What follows belongs to an exercise in optimizing a design on an open flow for small area; a production flow would make more cautious choices. In this exercise RTL edits were held to simulation tests only and were not proved equivalent to the original.

==> v18: inputs <==
## mac_unit_Parallel_128_clk
module mac_unit_Parallel_128_clk
#(
    parameter DATA_WIDTH    = 8,
    parameter VEC_LENGTH    = 16,
	parameter ACC_WIDTH     = DATA_WIDTH + 16,
	parameter RESULT_WIDTH  = 2*DATA_WIDTH
) (
	input  logic                             clk,
	input  logic                             reset,
	input  logic                             mul_en,
	input  logic                             acc_en,
	input  logic                             load_accum,
	input  logic [VEC_LENGTH*DATA_WIDTH-1:0] act,
	input  logic [VEC_LENGTH*DATA_WIDTH-1:0] w_in,
	input  logic signed [ACC_WIDTH-1:0]      accum_prev,
	output logic signed [RESULT_WIDTH-1:0]   result
);
	logic [127:0] a_r;
	logic a_zero, q_zero;
	logic [19:0] q0;
	logic [19:0] q1;
	logic [19:0] t_r;
	logic [23:0] acc_r;
	wire bo1;
	wire bt2;
	wire p3;
	wire p4;
	wire p5;
	wire p6;
	wire p7;
	wire p8;
	wire p9;
	wire p10;
	wire p11;
	wire bo12;
	wire bt13;
	wire p14;
	wire p15;
	wire p16;
	wire p17;
	wire p18;
	wire p19;
	wire p20;
	wire p21;
	wire p22;
	wire bo23;
	wire bt24;
	wire p25;
	wire p26;
	wire p27;
	wire p28;
	wire p29;
	wire p30;
	wire p31;
	wire p32;
	wire p33;
	wire bo34;
	wire bt35;
	wire p36;
	wire p37;
	wire p38;
	wire p39;
	wire p40;
	wire p41;
	wire p42;
	wire p43;
	wire p44;
	wire bo45;
	wire bt46;
	wire p47;
	wire p48;
	wire p49;
	wire p50;
	wire p51;
	wire p52;
	wire p53;
	wire p54;
	wire p55;
	wire bo56;
	wire bt57;
	wire p58;
	wire p59;
	wire p60;
	wire p61;
	wire p62;
	wire p63;
	wire p64;
	wire p65;
	wire p66;
	wire bo67;
	wire bt68;
	wire p69;
	wire p70;
	wire p71;
	wire p72;
	wire p73;
	wire p74;
	wire p75;
	wire p76;
	wire p77;
	wire bo78;
	wire bt79;
	wire p80;
	wire p81;
	wire p82;
	wire p83;
	wire p84;
	wire p85;
	wire p86;
	wire p87;
	wire p88;
	wire bo89;
	wire bt90;
	wire p91;
	wire p92;
	wire p93;
	wire p94;
	wire p95;
	wire p96;
	wire p97;
	wire p98;
	wire p99;
	wire bo100;
	wire bt101;
	wire p102;
	wire p103;
	wire p104;
	wire p105;
	wire p106;
	wire p107;
  ...
export LEC_CHECK = 0
export ABC_AREA = 1
export CAP_MARGIN = 20
export CORE_MARGIN = 2
export CORE_UTILIZATION = 60
export CTS_BUF_LIST = sky130_fd_sc_hd__clkbuf_4 sky130_fd_sc_hd__clkbuf_8
export GPL_TIMING_DRIVEN = 0
export SETUP_SLACK_MARGIN = 0.15
export SLEW_MARGIN = 20
export SYNTH_HIERARCHICAL = 1
export SYNTH_MINIMUM_KEEP_SIZE = 0
create_clock -name core_clock -period 8.0 [get_ports {clk}]
standard.sh (not shown) runs the stock make flow with config.mk's settings and CLKGATE_MAP_FILE= SYNTH_SCRIPT=/design/flow/synth_recipe.tcl, a recipe that flattens the netlist after the stock synthesis.
==> flow/flow/run.sh <==
#!/bin/bash
set -euo pipefail
export BUFFER_PORTS_ARGS="-buffer_cell sky130_fd_sc_hd__buf_1"
export REMOVE_ABC_BUFFERS=1
export CTS_ARGS="-sink_clustering_enable -repair_clock_nets -dont_use_dummy_load -sink_clustering_size 16 -sink_clustering_max_diameter 100 -buf_list {sky130_fd_sc_hd__clkbuf_4 sky130_fd_sc_hd__clkbuf_8}"

rm -rf myscripts
cp -r "$FLOW_HOME/scripts" myscripts
cp flow/abc_area.script myscripts/abc_area.script
sed "s|^make -C |make SCRIPTS_DIR=$PWD/myscripts -C |" standard.sh > synth_custom.sh
bash synth_custom.sh synth > synth.log 2>&1
bash standard.sh > standard.log 2>&1
==> flow/flow/abc_area.script <==
strash
dch -f
amap
topo
==> v38: changes against v18 <==
--- a/flow/design.v
+++ b/flow/design.v
@@ -20,15 +20,15 @@
 	input  logic                             load_accum,
 	input  logic [VEC_LENGTH*DATA_WIDTH-1:0] act,
 	input  logic [VEC_LENGTH*DATA_WIDTH-1:0] w_in,
 	input  logic signed [ACC_WIDTH-1:0]      accum_prev,
 	output logic signed [RESULT_WIDTH-1:0]   result
 );
 	logic [127:0] a_r;
-	logic a_zero, q_zero;
+	logic a_zero, q_zero, t_zero;
 	logic [19:0] q0;
 	logic [19:0] q1;
 	logic [19:0] t_r;
 	logic [23:0] acc_r;
 	wire bo1;
 	wire bt2;
 	wire p3;
@@ -3479,62 +3479,67 @@
 	wire as2060;
 	wire ac2061;
 	wire as2062;
 	wire ac2063;
 	wire as2064;
 	wire ac2065;
 	wire [23:0] acc_in, acc_sum;
-	assign acc_in = load_accum ? accum_prev : acc_r;
+	wire [19:0] t_in;
+	wire take_t = acc_en & ~reset & ~t_zero;
+	wire take_prev = acc_en & load_accum & ~reset;
+	wire keep_acc = ~(acc_en & load_accum) & ~reset;
+	assign t_in = take_t ? t_r : 20'd0;
+	assign acc_in = ({24{take_prev}} & accum_prev) | ({24{keep_acc}} & acc_r);
 	mac_ha u_as1957 (.a(q0[6]), .b(q1[6]), .s(as1957), .co(ac1958));
 	mac_fa u_as1959 (.a(q0[7]), .b(q1[7]), .c(ac1958), .s(as1959), .co(ac1960));
 	mac_fa u_as1961 (.a(q0[8]), .b(q1[8]), .c(ac1960), .s(as1961), .co(ac1962));
 	mac_fa u_as1963 (.a(q0[9]), .b(q1[9]), .c(ac1962), .s(as1963), .co(ac1964));
 	mac_fa u_as1965 (.a(q0[10]), .b(q1[10]), .c(ac1964), .s(as1965), .co(ac1966));
 	mac_fa u_as1967 (.a(q0[11]), .b(q1[11]), .c(ac1966), .s(as1967), .co(ac1968));
 	mac_fa u_as1969 (.a(q0[12]), .b(q1[12]), .c(ac1968), .s(as1969), .co(ac1970));
 	mac_fa u_as1971 (.a(q0[13]), .b(q1[13]), .c(ac1970), .s(as1971), .co(ac1972));
 	mac_fa u_as1973 (.a(q0[14]), .b(q1[14]), .c(ac1972), .s(as1973), .co(ac1974));
 	mac_fa u_as1975 (.a(q0[15]), .b(q1[15]), .c(ac1974), .s(as1975), .co(ac1976));
 	mac_fa u_as1977 (.a(q0[16]), .b(q1[16]), .c(ac1976), .s(as1977), .co(ac1978));
 	mac_fa u_as1979 (.a(q0[17]), .b(q1[17]), .c(ac1978), .s(as1979), .co(ac1980));
 	mac_fa u_as1981 (.a(q0[18]), .b(q1[18]), .c(ac1980), .s(as1981), .co(ac1982));
 	mac_ha u_as1983 (.a(1'b1), .b(ac1982), .s(as1983), .co(ac1984));
-	mac_ha u_as1985 (.a(acc_in[0]), .b(t_r[0]), .s(as1985), .co(ac1986));
-	mac_fa u_as1987 (.a(acc_in[1]), .b(t_r[1]), .c(ac1986), .s(as1987), .co(ac1988));
-	mac_fa u_as1989 (.a(acc_in[2]), .b(t_r[2]), .c(ac1988), .s(as1989), .co(ac1990));
-	mac_fa u_as1991 (.a(acc_in[3]), .b(t_r[3]), .c(ac1990), .s(as1991), .co(ac1992));
-	mac_fa u_as1993 (.a(acc_in[4]), .b(t_r[4]), .c(ac1992), .s(as1993), .co(ac1994));
-	mac_fa u_as1995 (.a(acc_in[5]), .b(t_r[5]), .c(ac1994), .s(as1995), .co(ac1996));
-	mac_fa u_as1997 (.a(acc_in[6]), .b(t_r[6]), .c(ac1996), .s(as1997), .co(ac1998));
-	mac_fa u_as1999 (.a(acc_in[7]), .b(t_r[7]), .c(ac1998), .s(as1999), .co(ac2000));
-	mac_ha u_as2001 (.a(acc_in[8]), .b(t_r[8]), .s(as2001), .co(ac2002));
-	mac_fa u_as2003 (.a(acc_in[9]), .b(t_r[9]), .c(ac2002), .s(as2003), .co(ac2004));
-	mac_fa u_as2005 (.a(acc_in[10]), .b(t_r[10]), .c(ac2004), .s(as2005), .co(ac2006));
-	mac_fa u_as2007 (.a(acc_in[11]), .b(t_r[11]), .c(ac2006), .s(as2007), .co(ac2008));
-	mac_fa u_as2009 (.a(acc_in[12]), .b(t_r[12]), .c(ac2008), .s(as2009), .co(ac2010));
-	mac_fa u_as2011 (.a(acc_in[13]), .b(t_r[13]), .c(ac2010), .s(as2011), .co(ac2012));
-	mac_fa u_as2013 (.a(acc_in[14]), .b(t_r[14]), .c(ac2012), .s(as2013), .co(ac2014));
-	mac_fa u_as2015 (.a(acc_in[15]), .b(t_r[15]), .c(ac2014), .s(as2015), .co(ac2016));
+	mac_ha u_as1985 (.a(acc_in[0]), .b(t_in[0]), .s(as1985), .co(ac1986));
+	mac_fa u_as1987 (.a(acc_in[1]), .b(t_in[1]), .c(ac1986), .s(as1987), .co(ac1988));
+	mac_fa u_as1989 (.a(acc_in[2]), .b(t_in[2]), .c(ac1988), .s(as1989), .co(ac1990));
+	mac_fa u_as1991 (.a(acc_in[3]), .b(t_in[3]), .c(ac1990), .s(as1991), .co(ac1992));
+	mac_fa u_as1993 (.a(acc_in[4]), .b(t_in[4]), .c(ac1992), .s(as1993), .co(ac1994));
+	mac_fa u_as1995 (.a(acc_in[5]), .b(t_in[5]), .c(ac1994), .s(as1995), .co(ac1996));
+	mac_fa u_as1997 (.a(acc_in[6]), .b(t_in[6]), .c(ac1996), .s(as1997), .co(ac1998));
+	mac_fa u_as1999 (.a(acc_in[7]), .b(t_in[7]), .c(ac1998), .s(as1999), .co(ac2000));
+	mac_ha u_as2001 (.a(acc_in[8]), .b(t_in[8]), .s(as2001), .co(ac2002));
+	mac_fa u_as2003 (.a(acc_in[9]), .b(t_in[9]), .c(ac2002), .s(as2003), .co(ac2004));
+	mac_fa u_as2005 (.a(acc_in[10]), .b(t_in[10]), .c(ac2004), .s(as2005), .co(ac2006));
+	mac_fa u_as2007 (.a(acc_in[11]), .b(t_in[11]), .c(ac2006), .s(as2007), .co(ac2008));
+	mac_fa u_as2009 (.a(acc_in[12]), .b(t_in[12]), .c(ac2008), .s(as2009), .co(ac2010));
+	mac_fa u_as2011 (.a(acc_in[13]), .b(t_in[13]), .c(ac2010), .s(as2011), .co(ac2012));
+	mac_fa u_as2013 (.a(acc_in[14]), .b(t_in[14]), .c(ac2012), .s(as2013), .co(ac2014));
+	mac_fa u_as2015 (.a(acc_in[15]), .b(t_in[15]), .c(ac2014), .s(as2015), .co(ac2016));
 	mac_ha u_as2017 (.a(as2001), .b(ac2000), .s(as2017), .co(ac2018));
 	mac_ha u_as2019 (.a(as2003), .b(ac2018), .s(as2019), .co(ac2020));
 	mac_ha u_as2021 (.a(as2005), .b(ac2020), .s(as2021), .co(ac2022));
 	mac_ha u_as2023 (.a(as2007), .b(ac2022), .s(as2023), .co(ac2024));
 	mac_ha u_as2025 (.a(as2009), .b(ac2024), .s(as2025), .co(ac2026));
 	mac_ha u_as2027 (.a(as2011), .b(ac2026), .s(as2027), .co(ac2028));
 	mac_ha u_as2029 (.a(as2013), .b(ac2028), .s(as2029), .co(ac2030));
 	mac_ha u_as2031 (.a(as2015), .b(ac2030), .s(as2031), .co(ac2032));
 	assign ab2033 = ac2016 | (ac2000 & as2001 & as2003 & as2005 & as2007 & as2009 & as2011 & as2013 & as2015);
-	mac_ha u_as2034 (.a(acc_in[16]), .b(t_r[16]), .s(as2034), .co(ac2035));
-	mac_fa u_as2036 (.a(acc_in[17]), .b(t_r[17]), .c(ac2035), .s(as2036), .co(ac2037));
-	mac_fa u_as2038 (.a(acc_in[18]), .b(t_r[18]), .c(ac2037), .s(as2038), .co(ac2039));
-	mac_fa u_as2040 (.a(acc_in[19]), .b(t_r[19]), .c(ac2039), .s(as2040), .co(ac2041));
-	mac_fa u_as2042 (.a(acc_in[20]), .b(t_r[19]), .c(ac2041), .s(as2042), .co(ac2043));
-	mac_fa u_as2044 (.a(acc_in[21]), .b(t_r[19]), .c(ac2043), .s(as2044), .co(ac2045));
-	mac_fa u_as2046 (.a(acc_in[22]), .b(t_r[19]), .c(ac2045), .s(as2046), .co(ac2047));
-	mac_fa u_as2048 (.a(acc_in[23]), .b(t_r[19]), .c(ac2047), .s(as2048), .co(ac2049));
+	mac_ha u_as2034 (.a(acc_in[16]), .b(t_in[16]), .s(as2034), .co(ac2035));
+	mac_fa u_as2036 (.a(acc_in[17]), .b(t_in[17]), .c(ac2035), .s(as2036), .co(ac2037));
+	mac_fa u_as2038 (.a(acc_in[18]), .b(t_in[18]), .c(ac2037), .s(as2038), .co(ac2039));
+	mac_fa u_as2040 (.a(acc_in[19]), .b(t_in[19]), .c(ac2039), .s(as2040), .co(ac2041));
+	mac_fa u_as2042 (.a(acc_in[20]), .b(t_in[19]), .c(ac2041), .s(as2042), .co(ac2043));
+	mac_fa u_as2044 (.a(acc_in[21]), .b(t_in[19]), .c(ac2043), .s(as2044), .co(ac2045));
+	mac_fa u_as2046 (.a(acc_in[22]), .b(t_in[19]), .c(ac2045), .s(as2046), .co(ac2047));
+	mac_fa u_as2048 (.a(acc_in[23]), .b(t_in[19]), .c(ac2047), .s(as2048), .co(ac2049));
 	mac_ha u_as2050 (.a(as2034), .b(ab2033), .s(as2050), .co(ac2051));
 	mac_ha u_as2052 (.a(as2036), .b(ac2051), .s(as2052), .co(ac2053));
 	mac_ha u_as2054 (.a(as2038), .b(ac2053), .s(as2054), .co(ac2055));
 	mac_ha u_as2056 (.a(as2040), .b(ac2055), .s(as2056), .co(ac2057));
 	mac_ha u_as2058 (.a(as2042), .b(ac2057), .s(as2058), .co(ac2059));
 	mac_ha u_as2060 (.a(as2044), .b(ac2059), .s(as2060), .co(ac2061));
 	mac_ha u_as2062 (.a(as2046), .b(ac2061), .s(as2062), .co(ac2063));
@@ -3581,22 +3586,23 @@
 	assign acc_sum[18] = as2054;
 	assign acc_sum[19] = as2056;
 	assign acc_sum[20] = as2058;
 	assign acc_sum[21] = as2060;
 	assign acc_sum[22] = as2062;
 	assign acc_sum[23] = as2064;
 	always @(posedge clk) begin
-		if (reset || (acc_en && q_zero)) begin
-			t_r <= 0;
+		if (reset) begin
+			t_zero <= 1'b1;
 		end else if (acc_en) begin
-			t_r <= s_val;
+			t_zero <= q_zero;
 		end
 	end
 	always @(posedge clk) begin
-		if (reset) begin
-			acc_r <= 0;
-		end else if (acc_en) begin
-			acc_r <= acc_sum;
+		if (acc_en) begin
+			t_r <= s_val;
 		end
 	end
+	always @(posedge clk) begin
+		acc_r <= acc_sum;
+	end
 	assign result = acc_r[23:8];
 endmodule
==> run notes <==
| item | v38 | v18 |
|---|---|---|
| Outcome | finished clean | finished clean |
| Final critical-path setup slack | 0.411 ns | 0.543 ns |
| CP max stage cell | sky130_fd_sc_hd__nand2_1 | sky130_fd_sc_hd__clkdlybuf4s15_2 |
| Sum of buffers and inverters on the critical path | 1 | 2 |
| Instance area after placement | 31,800 µm² | 31,800 µm² |
| Max Clock Skew | 0.0626 ns | 0.0430 ns |
| Die Span Y | 227 µm | 227 µm |
| Post-synth EDFFs | 180 | 160 |
| Worst-path maximum fanout | 24 | 25 |
| Start point of the critical path | acc_en | load_accum |
| Global routing usage summed across all routing layers | 42.0% | 41.8% |
| Simple logic cell fraction of the synthesized area | 9.65% | 9.39% |


==> job 5013 <==
mac_unit_Parallel_128_clk, a different RTL version from the one above (not shown whole).
==> flow/config.mk <==
export PLATFORM = sky130hd
export DESIGN_NAME = mac_unit_Parallel_128_clk
export DESIGN_NICKNAME = mac_unit_Parallel_128_clk
export VERILOG_FILES = /design/flow/design.v
export SDC_FILE = /design/flow/constraint.sdc
export NUM_CORES = 4
export LEC_CHECK = 0
export ABC_AREA = 1
export CAP_MARGIN = 20
export CORE_MARGIN = 2
export CORE_UTILIZATION = 60
export CTS_BUF_LIST = sky130_fd_sc_hd__clkbuf_4 sky130_fd_sc_hd__clkbuf_8
export GPL_TIMING_DRIVEN = 0
export SETUP_SLACK_MARGIN = 0.15
export SLEW_MARGIN = 20
export SYNTH_HIERARCHICAL = 1
export SYNTH_MINIMUM_KEEP_SIZE = 0
==> flow/constraint.sdc <==
create_clock -name core_clock -period 8.0 [get_ports {clk}]
set_input_delay 1.6000 -clock core_clock [delete_from_list [all_inputs] [get_ports {clk}]]
set_output_delay 1.6000 -clock core_clock [all_outputs]
set_load 0.01 [all_outputs]
Scripts as last shown in full above: flow/flow/run.sh, flow/flow/abc_area.script
==> inputs of job 7206, as changes to job 5013 <==
Settings changed: CORE_UTILIZATION 60 to 70.
==> inputs of job 113, as changes to job 5013 <==
==> flow/flow/run.sh (replaced) <==
#!/bin/bash
set -euo pipefail
export BUFFER_PORTS_ARGS="-buffer_cell sky130_fd_sc_hd__buf_1"
export REMOVE_ABC_BUFFERS=1
export CTS_ARGS="-sink_clustering_enable -repair_clock_nets -dont_use_dummy_load -sink_clustering_size 12 -sink_clustering_max_diameter 80 -buf_list {sky130_fd_sc_hd__clkbuf_4 sky130_fd_sc_hd__clkbuf_8}"

rm -rf myscripts
cp -r "$FLOW_HOME/scripts" myscripts
cp flow/abc_area.script myscripts/abc_area.script
sed "s|^make -C |make SCRIPTS_DIR=$PWD/myscripts -C |" standard.sh > synth_custom.sh
bash synth_custom.sh synth > synth.log 2>&1
bash standard.sh > standard.log 2>&1
==> metrics.md <==
| Metric | Value |
|---|---|
| Router iterations before antenna repair | 8 |
| Critical Path RT | 8.50 ns |
| Slowest CP cell | nand3_1 |
| Wl on met1 | between 30 and 40 mm |
| NonClk Buf Share | 0.0382 |
| Num CTS Buffers | 17 |
| Worst slew pin tran | about 1.2 ns |
| Post-layout util | 0.756 |
| Grt met3 use | 0.113 |
| Status | finished clean |
| Post-route cell area | roughly 32000 µm² |
That was job 7206.
==> metrics.md <==
| Metric | Value |
|---|---|
| Status | finished clean |
| Slowest CP cell | nand2_1 |
| Router iterations before antenna repair | 6 |
| Grt met3 use | 0.0868 |
| NonClk Buf Share | 0.0379 |
| Critical path arrival | between 8 and 9 ns |
| Vias per cell | between 6 and 7 |
| Critical Path RT | ~8.5 ns |
| Post-layout util | 0.652 |
| Num CTS Buffers | 23 |
| Post-route cell area | approximately 32000 µm² |
| Worst slew pin tran | between 1 and 1.5 ns |
That was job 113.
==> metrics.md <==
| Metric | Value |
|---|---|
| Status | finished clean |
| Wl on met1 | ~38 mm |
| Post-route cell area | between 30000 and 40000 µm² |
| Grt met3 use | 0.0714 |
| Post-layout util | 0.651 |
| Placed Area | between 30000 and 40000 µm² |
| Router iterations before antenna repair | 6 |
| NonClk Buf Share | 0.0380 |
| Worst slew pin tran | 1.12 ns |
| Post-Synth Simple-Gate Area | 0.101 |
| Synth Area in Compound Gates | 0.217 |
| Die W | roughly 230 µm |
| Clock sinks | 207 |
| Num CTS Buffers | 18 |
That was job 5013.

port drivers added, routing unchanged:
Ports are ideal in the flow. The routed layouts listed here were re-timed in OpenROAD.
Step 1, drivers: a clkbuf_16 drives clk and a buf_2 each remaining input, both assumed.
Step 2, shift: input delay + t, output delay - t, t = (earliest + latest rising clock arrival at the registers) / 2. This alone moves slack from input paths to output paths.
Slacks: no drivers / after step 1 / after step 2; pairs: no drivers / after step 1.
run | t, ns | setup WS [ns] | pins driven straight from the clock port
v18 | 0.651 | 0.543 / 0.577 / -0.075 | 1
v38 | 0.647 | 0.411 / 0.440 / -0.207 | 1
job 5013 | 0.647 | 0.430 / 0.467 / -0.179 | 1
job 7206 | 0.651 | 0.511 / 0.543 / -0.108 | 1
job 113 | 0.670 | 0.460 / 0.497 / -0.173 | 1
Met with ideal ports but missed after step 2: setup timing in every run listed. For job 113, which loses most, drivers alone change the setup slack by +0.037 ns; drivers and shift together by -0.633 ns.
